Background: an optimization exercise with open tools, aiming at small area. Do not read the settings as production practice. In this exercise RTL edits were held to simulation tests only and were not proved equivalent to the original. Power and IR drop assume default switching activity.

==> module param_synch_fifo, before the edit <==
module param_synch_fifo #(parameter WIDTH = 16,
                          parameter DEPTH = 32,
                          parameter PTR_WIDTH = 6) (clk,rstn,write,read,din,dout,empty,full);
input clk,rstn;
input write,read;
input [WIDTH-1:0] din;
output reg [WIDTH-1:0] dout;
output wire empty, full;
localparam AW = PTR_WIDTH-1;
reg [WIDTH*DEPTH-1:0] sr;
reg [AW-1:0] idx;
reg e;
assign empty = e;
assign full = ~e & (&idx);
wire push = write & ~full;
wire pop  = read & ~e;
always @(posedge clk)
begin
		if (push)
				sr <= {sr[WIDTH*(DEPTH-1)-1:0], din};
end
wire up = push & ~pop;
wire dn = pop & ~push;
always @(posedge clk)
begin
		idx <= e ? {AW{1'b0}} : idx + {{(AW-1){dn}}, up | dn};
end
always @(posedge clk or negedge rstn)
begin
		if (!rstn)
				e <= 1'b1;
		else if (push)
				e <= 1'b0;
		else if (pop & (idx == {AW{1'b0}}))
				e <= 1'b1;
end
wire [DEPTH:0] sel;
genvar g, b;
generate
		for (g = 0; g < DEPTH; g = g + 1) begin : gsel
				assign sel[g] = pop & (idx == g);
		end
endgenerate
assign sel[DEPTH] = ~pop;
localparam NG = (DEPTH+1)/3;
wire [WIDTH*(DEPTH+1)-1:0] src = {dout, sr};
wire [WIDTH-1:0] rdata;
generate
		for (b = 0; b < WIDTH; b = b + 1) begin : gbit
				wire [NG-1:0] p;
				for (g = 0; g < NG; g = g + 1) begin : ggrp
						fifo_aoi222 u (.a1(sel[3*g]),   .a2(src[WIDTH*(3*g)+b]),
						               .b1(sel[3*g+1]), .b2(src[WIDTH*(3*g+1)+b]),
						               .c1(sel[3*g+2]), .c2(src[WIDTH*(3*g+2)+b]), .y(p[g]));
				end
				assign rdata[b] = ~(&p);
		end
endgenerate
always @(posedge clk or negedge rstn)
begin
		if (!rstn)
				dout <= {WIDTH{1'b0}};
		else
				dout <= rdata;
end
endmodule
==> flow/config.mk <==
export PLATFORM = sky130hd
export DESIGN_NAME = param_synch_fifo
export DESIGN_NICKNAME = param_synch_fifo
export VERILOG_FILES = /design/flow/design.v
export SDC_FILE = /design/flow/constraint.sdc
export NUM_CORES = 4
export LEC_CHECK = 0
export CAP_MARGIN = 20
export CORE_MARGIN = 2
export CORE_UTILIZATION = 55
export CTS_BUF_LIST = sky130_fd_sc_hd__clkbuf_8
export CTS_CLUSTER_DIAMETER = 50
export CTS_CLUSTER_SIZE = 16
export PLACE_DENSITY = 0.7
export SLEW_MARGIN = 20
export SYNTH_HIERARCHICAL = 1
==> flow/constraint.sdc <==
create_clock -name core_clock -period 5.0 [get_ports {clk}]
set_input_delay 1.0000 -clock core_clock [delete_from_list [all_inputs] [get_ports {clk}]]
set_output_delay 1.0000 -clock core_clock [all_outputs]
set_load 0.01 [all_outputs]
standard.sh (not shown) runs the stock make flow with config.mk's settings and CLKGATE_MAP_FILE= SYNTH_SCRIPT=/design/flow/synth_recipe.tcl, a recipe that flattens the netlist after the stock synthesis.
==> flow/flow/run.sh <==
#!/bin/bash
# Own layout flow: the standard flow (standard.sh) with two changes:
#  - port buffers use the smallest buffer cell (buf_1) instead of the
#    default pick, still one buffer on every input and output port;
#  - clock tree synthesis without dummy loads, with clkbuf_8 leaf buffers.
# Each tool's output goes to a log in this folder.
set -o pipefail
cp standard.sh standard_sh_copy.log
export BUFFER_PORTS_ARGS="-buffer_cell sky130_fd_sc_hd__buf_1"
export CTS_ARGS="-sink_clustering_enable -repair_clock_nets -dont_use_dummy_load -buf_list sky130_fd_sc_hd__clkbuf_8 -sink_clustering_size 16 -sink_clustering_max_diameter 50"
bash standard.sh > standard_flow.log 2>&1
The first run finished clean.
Edit:
==> flow/design.v (replaced) <==
module param_synch_fifo #(parameter WIDTH = 16,
                          parameter DEPTH = 32,
                          parameter PTR_WIDTH = 6) (clk,rstn,write,read,din,dout,empty,full);
input clk,rstn;
input write,read;
input [WIDTH-1:0] din;
output reg [WIDTH-1:0] dout;
output wire empty, full;
localparam AW = PTR_WIDTH-1;
reg [AW-1:0] idx;
reg e;
reg p;
assign empty = e;
assign full = ~e & (&idx);
wire push = write & ~full;
wire pop  = read & ~e;
wire pushn = ~push;
always @(posedge clk or negedge rstn)
begin
		if (!rstn)
				p <= 1'b0;
		else
				p <= ~p;
end
wire [WIDTH-1:0] word [0:DEPTH];
assign word[0] = din ^ {WIDTH{p}};
genvar g, b;
generate
		for (g = 0; g < DEPTH; g = g + 1) begin : gw
				reg [WIDTH-1:0] w;
				wire [WIDTH-1:0] nx;
				for (b = 0; b < WIDTH; b = b + 1) begin : gb
						fifo_o22ai u (.a1(word[g][b]), .a2(pushn), .b1(w[b]), .b2(push), .y(nx[b]));
				end
				always @(posedge clk)
						w <= nx;
				assign word[g+1] = w;
		end
endgenerate
wire up = push & ~pop;
wire dn = pop & ~push;
always @(posedge clk)
begin
		idx <= e ? {AW{1'b0}} : idx + {{(AW-1){dn}}, up | dn};
end
always @(posedge clk or negedge rstn)
begin
		if (!rstn)
				e <= 1'b1;
		else if (push)
				e <= 1'b0;
		else if (pop & (idx == {AW{1'b0}}))
				e <= 1'b1;
end
wire [DEPTH:0] sel;
generate
		for (g = 0; g < DEPTH; g = g + 1) begin : gsel
				assign sel[g] = pop & (idx == g);
		end
endgenerate
assign sel[DEPTH] = ~pop;
localparam NG = (DEPTH+1)/3;
wire [WIDTH-1:0] src [0:DEPTH];
generate
		for (g = 0; g < DEPTH; g = g + 1) begin : gsrc
				assign src[g] = word[g+1];
		end
endgenerate
assign src[DEPTH] = dout;
wire [WIDTH-1:0] rdata;
wire fix = pop & p;
generate
		for (b = 0; b < WIDTH; b = b + 1) begin : gbit
				wire [NG-1:0] q;
				for (g = 0; g < NG; g = g + 1) begin : ggrp
						fifo_aoi222 u (.a1(sel[3*g]),   .a2(src[3*g][b]),
						               .b1(sel[3*g+1]), .b2(src[3*g+1][b]),
						               .c1(sel[3*g+2]), .c2(src[3*g+2][b]), .y(q[g]));
				end
				assign rdata[b] = ~(&q) ^ fix;
		end
endgenerate
always @(posedge clk or negedge rstn)
begin
		if (!rstn)
				dout <= {WIDTH{1'b0}};
		else
				dout <= rdata;
end
endmodule
module fifo_o22ai (a1, a2, b1, b2, y);
input a1, a2, b1, b2;
output y;
assign y = ~((a1 | a2) & (b1 | b2));
endmodule
module fifo_aoi222 (a1, a2, b1, b2, c1, c2, y);
input a1, a2, b1, b2, c1, c2;
output y;
assign y = ~((a1 & a2) | (b1 & b2) | (c1 & c2));
endmodule
What happened:
- clock-buffer cell count went down by 3
- area after synthesis went down by about 9%
- sequential power went up by about 20%
- maximum frequency went down by 0.45%
- first-iteration DRC count went up by 11%
- cell count went up by 33%
- synthesized cell count went up by about 60%
- cell area went down by 8.6%
- worst setup slack got worse by 0.015 ns
- combinational power went up by 100%
- wire length went up by about 30%

-- afterwards: timing with drivers on the ports --
The results above use ideal ports. As a check the final layouts listed here were re-extracted and re-timed, cells and wires unchanged.
Step 1 assumes that a clkbuf_16 drives the clock port and a buf_2 every other input.
Step 2 times the ports against the registers' clock, not the clock port: input delays grow and output delays shrink by t, the midpoint of the rising clock arrivals with the driver on.
Slacks: ideal / step 1 / step 2; pairs: ideal / step 1.
| run | t, ns | setup WS [ns] | worst setup path after step 2 |
|---|---|---|---|
| the first run | 0.611 | 1.711 / 1.711 / 1.336 | input to register |
| the second run | 0.603 | 1.696 / 1.696 / 1.324 | input to register |
After both steps every run listed still meets setup and hold. The setup slack of the first run, which loses most, moves by 0.000 ns with the drivers and by -0.375 ns with both steps.
